Source: an optimization exercise on an open RTL-to-GDS flow (aim: small area). Production flows keep margins and buffers that such runs may drop.
At most, simulation tests tie the RTL to the original design; equivalence was not proved.
Power is estimated from default activity; no workload was simulated.

==> trial 21 <==
==> flow/design.v <==
module pwm_lt2 (
    input  wire [1:0] na,
    input  wire [1:0] b,
    input  wire       ci,
    output wire       co
);
    wire c1 = (na[0] & b[0]) | ((na[0] | b[0]) & ci);
    assign co = (na[1] & b[1]) | ((na[1] | b[1]) & c1);
endmodule
module pwm_lt32 (
    input  wire [31:0] na,
    input  wire [31:0] b,
    output wire        lt
);
    wire [16:0] c;
    assign c[0] = 1'b0;
    genvar k;
    generate
        for (k = 0; k < 16; k = k + 1) begin : g
            pwm_lt2 s (.na(na[2*k+1:2*k]), .b(b[2*k+1:2*k]), .ci(c[k]), .co(c[k+1]));
        end
    endgenerate
    assign lt = c[16];
endmodule
module pwm_aoi222 (
    input  wire [2:0] a,
    input  wire [2:0] b,
    output wire       y
);
    assign y = ~|(a & b);
endmodule
module pwm_rdbit (
    input  wire [15:0] q,
    input  wire [15:0] sel,
    input  wire        k,
    output wire        y
);
    wire [4:0] n;
    genvar j;
    generate
        for (j = 0; j < 5; j = j + 1) begin : g
            pwm_aoi222 m (.a(q[3*j+2:3*j]), .b(sel[3*j+2:3*j]), .y(n[j]));
        end
    endgenerate
    assign y = ~(&n & ~(q[15] & sel[15])) | k;
endmodule
module pwm_rdbit0 (
    input  wire [15:0] q,
    input  wire [15:0] sel,
    output wire        y
);
    wire [4:0] n;
    genvar j;
    generate
        for (j = 0; j < 5; j = j + 1) begin : g
            pwm_aoi222 m (.a(q[3*j+2:3*j]), .b(sel[3*j+2:3*j]), .y(n[j]));
        end
    endgenerate
    assign y = ~(&n & ~(q[15] & sel[15]));
endmodule
module pwm (
    input  wire        clk,
    input  wire        reset,        
    input  wire [4:0]  address,      
    input  wire        write,
    input  wire        chipselect,
    input  wire [31:0] writedata,
    output wire [31:0] readdata,
    output wire [7:0]  pwm_out
);
    reg [31:0] regs [15:0];
    reg [15:0] wrtn;
    wire we = chipselect & write;
    integer i;
    always @(posedge clk) begin
        for (i = 0; i < 16; i = i + 1)
            if (we && address[3:0] == i)
                regs[i] <= writedata;
    end
    always @(posedge clk or posedge reset) begin
        if (reset)
            wrtn <= 16'd0;
        else
            for (i = 0; i < 16; i = i + 1)
                if (we && address[3:0] == i)
                    wrtn[i] <= 1'b1;
    end
    reg [31:0] readdata_reg;
    assign readdata = readdata_reg;
    reg [15:0] sel;
    always @* begin
        for (i = 0; i < 16; i = i + 1)
            sel[i] = ~address[4] && address[3:0] == i && wrtn[i];
    end
    wire flag_rd = |sel;
    wire k_div   = ~address[4] & ~address[0] & ~flag_rd;    
    wire k_duty  = ~address[4] &  address[0] & ~flag_rd;    
    wire [31:0] kbits = {25'd0, k_div, k_div | k_duty, k_duty, 1'b0, k_div, k_duty, 1'b0};
    wire [31:0] rd_next;
    genvar b;
    generate
        for (b = 0; b < 32; b = b + 1) begin : rb
            wire [15:0] col;
            for (genvar r = 0; r < 16; r = r + 1) begin : rc
                assign col[r] = regs[r][b];
            end
            if (b == 1 || b == 2 || b == 4 || b == 5 || b == 6) begin : k
                pwm_rdbit m (.q(col), .sel(sel), .k(kbits[b]), .y(rd_next[b]));
            end else begin : n
                pwm_rdbit0 m (.q(col), .sel(sel), .y(rd_next[b]));
            end
        end
    endgenerate
    always @(posedge clk)
        readdata_reg <= rd_next;
    reg  [31:0] ncounter;
    wire [31:0] counter = ~ncounter;
    wire lt_div0;
    pwm_lt32 cmp_div (.na(ncounter), .b(regs[0]), .lt(lt_div0));
    wire wrap = wrtn[0] ? ~lt_div0 : (counter >= 32'd100);
    always @(posedge clk or posedge reset) begin
        if (reset)
            ncounter <= 32'hFFFFFFFF;
        else if (wrap)
            ncounter <= 32'hFFFFFFFF;
        else
            ncounter <= ncounter - 32'd1;
    end
    reg [7:0] pwm_out_reg;
    assign pwm_out = ~pwm_out_reg;
    wire lt_rst = counter < 32'd50;
    wire [7:0] lt_duty;
    generate
        for (b = 0; b < 8; b = b + 1) begin : pc
            pwm_lt32 cmp (.na(ncounter), .b(regs[2*b+1]), .lt(lt_duty[b]));
        end
    endgenerate
    always @(posedge clk or posedge reset) begin
        if (reset)
            pwm_out_reg <= 8'b0;
        else
            for (i = 0; i < 8; i = i + 1)
                pwm_out_reg[i] <= wrtn[2*i+1] ? lt_duty[i] : lt_rst;
    end
endmodule
==> flow/run.sh <==
#!/bin/bash
# synth_recipe.tcl (not shown) runs the flow's synth.tcl, then flattens the netlist and writes it again
# the make line also repeats each setting of config.mk as NAME=value (left out here)
make -C /OpenROAD-flow-scripts/flow DESIGN_CONFIG=/design/flow/config.mk WORK_HOME=/design/flow/orfs CLKGATE_MAP_FILE= SYNTH_SCRIPT=/design/flow/synth_recipe.tcl finish
==> flow/config.mk <==
export PLATFORM = sky130hd
export DESIGN_NAME = pwm
export DESIGN_NICKNAME = pwm
export VERILOG_FILES = /design/flow/design.v
export SDC_FILE = /design/flow/constraint.sdc
export NUM_CORES = 4
export LEC_CHECK = 0
export CAP_MARGIN = 20
export CORE_MARGIN = 2
export CORE_UTILIZATION = 40
export CTS_BUF_LIST = sky130_fd_sc_hd__clkbuf_16
export CTS_CLUSTER_DIAMETER = 70
export CTS_CLUSTER_SIZE = 24
export SETUP_SLACK_MARGIN = 0.1
export SLEW_MARGIN = 20
export SYNTH_HIERARCHICAL = 1
export SYNTH_MINIMUM_KEEP_SIZE = 0
==> flow/constraint.sdc <==
create_clock -name core_clock -period 5.0 [get_ports {clk}]
set_input_delay 1.0000 -clock core_clock [delete_from_list [all_inputs] [get_ports {clk}]]
set_output_delay 1.0000 -clock core_clock [all_outputs]
set_load 0.01 [all_outputs]
==> build 81 (differences from trial 21) <==
--- a/flow/design.v
+++ b/flow/design.v
@@ -7,20 +7,34 @@
     wire c1 = (na[0] & b[0]) | ((na[0] | b[0]) & ci);
     assign co = (na[1] & b[1]) | ((na[1] | b[1]) & c1);
 endmodule
+module pwm_lt6 (
+    input  wire [5:0] na,
+    input  wire [5:0] b,
+    output wire       co
+);
+    integer k;
+    reg c;
+    always @* begin
+        c = 1'b0;
+        for (k = 0; k < 6; k = k + 1)
+            c = (na[k] & b[k]) | ((na[k] | b[k]) & c);
+    end
+    assign co = c;
+endmodule
 module pwm_lt32 (
     input  wire [31:0] na,
     input  wire [31:0] b,
     output wire        lt
 );
-    wire [16:0] c;
-    assign c[0] = 1'b0;
+    wire [13:0] c;
+    pwm_lt6 s0 (.na(na[5:0]), .b(b[5:0]), .co(c[0]));
     genvar k;
     generate
-        for (k = 0; k < 16; k = k + 1) begin : g
-            pwm_lt2 s (.na(na[2*k+1:2*k]), .b(b[2*k+1:2*k]), .ci(c[k]), .co(c[k+1]));
+        for (k = 0; k < 13; k = k + 1) begin : g
+            pwm_lt2 s (.na(na[2*k+7:2*k+6]), .b(b[2*k+7:2*k+6]), .ci(c[k]), .co(c[k+1]));
         end
     endgenerate
-    assign lt = c[16];
+    assign lt = c[13];
 endmodule
 module pwm_aoi222 (
     input  wire [2:0] a,
@@ -92,7 +106,7 @@
         for (i = 0; i < 16; i = i + 1)
             sel[i] = ~address[4] && address[3:0] == i && wrtn[i];
     end
-    wire flag_rd = |sel;
+    wire flag_rd = wrtn[address[3:0]];
     wire k_div   = ~address[4] & ~address[0] & ~flag_rd;    
     wire k_duty  = ~address[4] &  address[0] & ~flag_rd;    
     wire [31:0] kbits = {25'd0, k_div, k_div | k_duty, k_duty, 1'b0, k_div, k_duty, 1'b0};
@@ -113,18 +127,18 @@
     endgenerate
     always @(posedge clk)
         readdata_reg <= rd_next;
-    reg  [31:0] ncounter;
-    wire [31:0] counter = ~ncounter;
+    reg [31:0] counter;
+    wire [31:0] ncounter = ~counter;
     wire lt_div0;
     pwm_lt32 cmp_div (.na(ncounter), .b(regs[0]), .lt(lt_div0));
     wire wrap = wrtn[0] ? ~lt_div0 : (counter >= 32'd100);
     always @(posedge clk or posedge reset) begin
         if (reset)
-            ncounter <= 32'hFFFFFFFF;
+            counter <= 32'd0;
         else if (wrap)
-            ncounter <= 32'hFFFFFFFF;
+            counter <= 32'd0;
         else
-            ncounter <= ncounter - 32'd1;
+            counter <= counter + 32'd1;
     end
     reg [7:0] pwm_out_reg;
     assign pwm_out = ~pwm_out_reg;
==> flow/flow/run.sh (new file) <==
#!/bin/bash
# Layout flow: the standard layout (standard.sh, all ORFS steps unchanged)
# with two settings added to its config.mk:
#  - port buffers: every input and output port still gets a buffer, but a
#    sky130_fd_sc_hd__buf_1 instead of the default delay cell;
#  - clock tree: the same clustering as config.mk asks for, without the dummy
#    loads CTS otherwise adds for balancing.
# The full make output goes to standard.log in the work folder; ORFS's own
# per-step logs are under orfs/logs/.
set -euo pipefail
cat >> config.mk <<'EOF'
export BUFFER_PORTS_ARGS = -buffer_cell sky130_fd_sc_hd__buf_1
export CTS_ARGS = -sink_clustering_enable -repair_clock_nets -buf_list sky130_fd_sc_hd__clkbuf_16 -sink_clustering_size 32 -sink_clustering_max_diameter 80 -dont_use_dummy_load
EOF
bash standard.sh > standard.log 2>&1
==> flow/standard.sh (new file) <==
#!/bin/bash
# synth_recipe.tcl (not shown) runs the flow's synth.tcl, then flattens the netlist and writes it again
# the make line also repeats each setting of config.mk as NAME=value (left out here)
make -C /OpenROAD-flow-scripts/flow DESIGN_CONFIG=/design/flow/config.mk WORK_HOME=/design/flow/orfs CLKGATE_MAP_FILE= SYNTH_SCRIPT=/design/flow/synth_recipe.tcl "${@:-finish}"
==> flow/config.mk (replaced) <==
export PLATFORM = sky130hd
export DESIGN_NAME = pwm
export DESIGN_NICKNAME = pwm
export VERILOG_FILES = /design/flow/design.v
export SDC_FILE = /design/flow/constraint.sdc
export NUM_CORES = 4
export LEC_CHECK = 0
export CAP_MARGIN = 0
export CORE_MARGIN = 2
export CORE_UTILIZATION = 65
export CTS_BUF_LIST = sky130_fd_sc_hd__clkbuf_16
export CTS_CLUSTER_DIAMETER = 80
export CTS_CLUSTER_SIZE = 32
export SETUP_SLACK_MARGIN = 0.05
export SLEW_MARGIN = 0
export SYNTH_HIERARCHICAL = 1
export SYNTH_MINIMUM_KEEP_SIZE = 0
export BUFFER_PORTS_ARGS = -buffer_cell sky130_fd_sc_hd__buf_1
export CTS_ARGS = -sink_clustering_enable -repair_clock_nets -buf_list sky130_fd_sc_hd__clkbuf_16 -sink_clustering_size 32 -sink_clustering_max_diameter 80 -dont_use_dummy_load
removed: flow/run.sh
==> trial 30 (differences from trial 21) <==
--- a/flow/design.v
+++ b/flow/design.v
@@ -7,20 +7,34 @@
     wire c1 = (na[0] & b[0]) | ((na[0] | b[0]) & ci);
     assign co = (na[1] & b[1]) | ((na[1] | b[1]) & c1);
 endmodule
+module pwm_lt6 (
+    input  wire [5:0] na,
+    input  wire [5:0] b,
+    output wire       co
+);
+    integer k;
+    reg c;
+    always @* begin
+        c = 1'b0;
+        for (k = 0; k < 6; k = k + 1)
+            c = (na[k] & b[k]) | ((na[k] | b[k]) & c);
+    end
+    assign co = c;
+endmodule
 module pwm_lt32 (
     input  wire [31:0] na,
     input  wire [31:0] b,
     output wire        lt
 );
-    wire [16:0] c;
-    assign c[0] = 1'b0;
+    wire [13:0] c;
+    pwm_lt6 s0 (.na(na[5:0]), .b(b[5:0]), .co(c[0]));
     genvar k;
     generate
-        for (k = 0; k < 16; k = k + 1) begin : g
-            pwm_lt2 s (.na(na[2*k+1:2*k]), .b(b[2*k+1:2*k]), .ci(c[k]), .co(c[k+1]));
+        for (k = 0; k < 13; k = k + 1) begin : g
+            pwm_lt2 s (.na(na[2*k+7:2*k+6]), .b(b[2*k+7:2*k+6]), .ci(c[k]), .co(c[k+1]));
         end
     endgenerate
-    assign lt = c[16];
+    assign lt = c[13];
 endmodule
 module pwm_aoi222 (
     input  wire [2:0] a,
@@ -92,7 +106,7 @@
         for (i = 0; i < 16; i = i + 1)
             sel[i] = ~address[4] && address[3:0] == i && wrtn[i];
     end
-    wire flag_rd = |sel;
+    wire flag_rd = wrtn[address[3:0]];
     wire k_div   = ~address[4] & ~address[0] & ~flag_rd;    
     wire k_duty  = ~address[4] &  address[0] & ~flag_rd;    
     wire [31:0] kbits = {25'd0, k_div, k_div | k_duty, k_duty, 1'b0, k_div, k_duty, 1'b0};
@@ -113,18 +127,18 @@
     endgenerate
     always @(posedge clk)
         readdata_reg <= rd_next;
-    reg  [31:0] ncounter;
-    wire [31:0] counter = ~ncounter;
+    reg [31:0] counter;
+    wire [31:0] ncounter = ~counter;
     wire lt_div0;
     pwm_lt32 cmp_div (.na(ncounter), .b(regs[0]), .lt(lt_div0));
     wire wrap = wrtn[0] ? ~lt_div0 : (counter >= 32'd100);
     always @(posedge clk or posedge reset) begin
         if (reset)
-            ncounter <= 32'hFFFFFFFF;
+            counter <= 32'd0;
         else if (wrap)
-            ncounter <= 32'hFFFFFFFF;
+            counter <= 32'd0;
         else
-            ncounter <= ncounter - 32'd1;
+            counter <= counter + 32'd1;
     end
     reg [7:0] pwm_out_reg;
     assign pwm_out = ~pwm_out_reg;
==> flow/flow/run.sh (new file) <==
#!/bin/bash
# Layout flow: the standard layout (standard.sh, all ORFS steps unchanged)
# with two settings added to its config.mk:
#  - port buffers: every input and output port still gets a buffer, but a
#    sky130_fd_sc_hd__buf_1 instead of the default delay cell;
#  - clock tree: the same clustering as config.mk asks for, without the dummy
#    loads CTS otherwise adds for balancing.
# The full make output goes to standard.log in the work folder; ORFS's own
# per-step logs are under orfs/logs/.
set -euo pipefail
cat >> config.mk <<'EOF'
export BUFFER_PORTS_ARGS = -buffer_cell sky130_fd_sc_hd__buf_1
export CTS_ARGS = -sink_clustering_enable -repair_clock_nets -buf_list sky130_fd_sc_hd__clkbuf_16 -sink_clustering_size 24 -sink_clustering_max_diameter 70 -dont_use_dummy_load
EOF
bash standard.sh > standard.log 2>&1
==> flow/standard.sh (new file) <==
#!/bin/bash
# synth_recipe.tcl (not shown) runs the flow's synth.tcl, then flattens the netlist and writes it again
# the make line also repeats each setting of config.mk as NAME=value (left out here)
make -C /OpenROAD-flow-scripts/flow DESIGN_CONFIG=/design/flow/config.mk WORK_HOME=/design/flow/orfs CLKGATE_MAP_FILE= SYNTH_SCRIPT=/design/flow/synth_recipe.tcl "${@:-finish}"
--- a/flow/config.mk
+++ b/flow/config.mk
@@ -7,11 +7,13 @@
 export LEC_CHECK = 0
 export CAP_MARGIN = 20
 export CORE_MARGIN = 2
-export CORE_UTILIZATION = 40
+export CORE_UTILIZATION = 55
 export CTS_BUF_LIST = sky130_fd_sc_hd__clkbuf_16
 export CTS_CLUSTER_DIAMETER = 70
 export CTS_CLUSTER_SIZE = 24
-export SETUP_SLACK_MARGIN = 0.1
+export SETUP_SLACK_MARGIN = 0.05
 export SLEW_MARGIN = 20
 export SYNTH_HIERARCHICAL = 1
 export SYNTH_MINIMUM_KEEP_SIZE = 0
+export BUFFER_PORTS_ARGS = -buffer_cell sky130_fd_sc_hd__buf_1
+export CTS_ARGS = -sink_clustering_enable -repair_clock_nets -buf_list sky130_fd_sc_hd__clkbuf_16 -sink_clustering_size 24 -sink_clustering_max_diameter 70 -dont_use_dummy_load
removed: flow/run.sh
==> comparison table <==
Area of the multi-input gates: build 81 6780 sq um; trial 30 6720 sq um; trial 21 6830 sq um
Status: build 81 no timing/DRC/antenna violations; trial 30 no timing/DRC/antenna violations; trial 21 complete, but fails checks
Reasons for failing layout checks: build 81 -; trial 30 -; trial 21 setup timing
GRT met1 Usage: build 81 0.497; trial 30 0.437; trial 21 0.289
Fmax: build 81 0.211 GHz; trial 30 0.208 GHz; trial 21 0.199 GHz
Synthesis-to-layout area growth: build 81 10.4%; trial 30 12.3%; trial 21 16.5%
Net count reported at finish: build 81 1895; trial 30 1913; trial 21 1930
DRT Wirelength: build 81 63200 microns; trial 30 66800 microns; trial 21 68400 microns
Met3 WL: build 81 7740 microns; trial 30 6580 microns; trial 21 4650 microns
Internal Power: build 81 6.88 mW; trial 30 7.24 mW; trial 21 7.59 mW
Met2 track demand over resource: build 81 0.495; trial 30 0.448; trial 21 0.362
Routed wl met2: build 81 28800 microns; trial 30 30400 microns; trial 21 33500 microns
Die span in y: build 81 196 microns; trial 30 213 microns; trial 21 249 microns
Post-DR vias/cell: build 81 7.34; trial 30 6.95; trial 21 6.33
Placeable core region: build 81 36500 sq um; trial 30 43100 sq um; trial 21 59200 sq um
Setup violation total in the final timing report: build 81 0; trial 30 0; trial 21 1
Top-area cell type share of the netlist area: build 81 0.639; trial 30 0.639; trial 21 0.639
Flop2flop setup slack: build 81 270 ps; trial 30 180 ps; trial 21 -40 ps
Worst path slowest cell: build 81 dfrtp_1; trial 30 dfrtp_2; trial 21 dfstp_2
Portion of total power attributed to sequential cells: build 81 0.638; trial 30 0.605; trial 21 0.572
Layout Skew: build 81 47.9 ps; trial 30 43.2 ps; trial 21 26.4 ps
Tightest Pin Transition: build 81 1240 ps; trial 30 1010 ps; trial 21 978 ps
Required time of the worst setup path: build 81 5460 ps; trial 30 5430 ps; trial 21 5490 ps
Function not checked in trial 21: the RTL went through the layout flow alone.

what the ideal ports hide:
The results above use ideal ports. As a check the final layouts listed here were re-extracted and re-timed, cells and wires unchanged. Step 1: set_driving_cell puts a clkbuf_16 on clk and a buf_2 on each other input, an assumption about the parent block. Step 2 times the ports against the registers' clock, not the clock port: input delays grow and output delays shrink by t, the midpoint of the rising clock arrivals with the driver on. Slacks: ideal / step 1 / step 2; pairs: ideal / step 1.
run | shift t [ns] | setup WS [ns] | clock arrival spread, ns | worst slew at a driven data input, ns | pins driven straight from the clock port
trial 21 | 0.627 | -0.037 / -0.037 / -0.037 | 0.034 / 0.034 | 0.05 | 1
build 81 | 0.625 | 0.271 / 0.271 / 0.271 | 0.049 / 0.049 | 0.04 | 1
trial 30 | 0.608 | 0.181 / 0.181 / 0.181 | 0.044 / 0.044 | 0.04 | 1
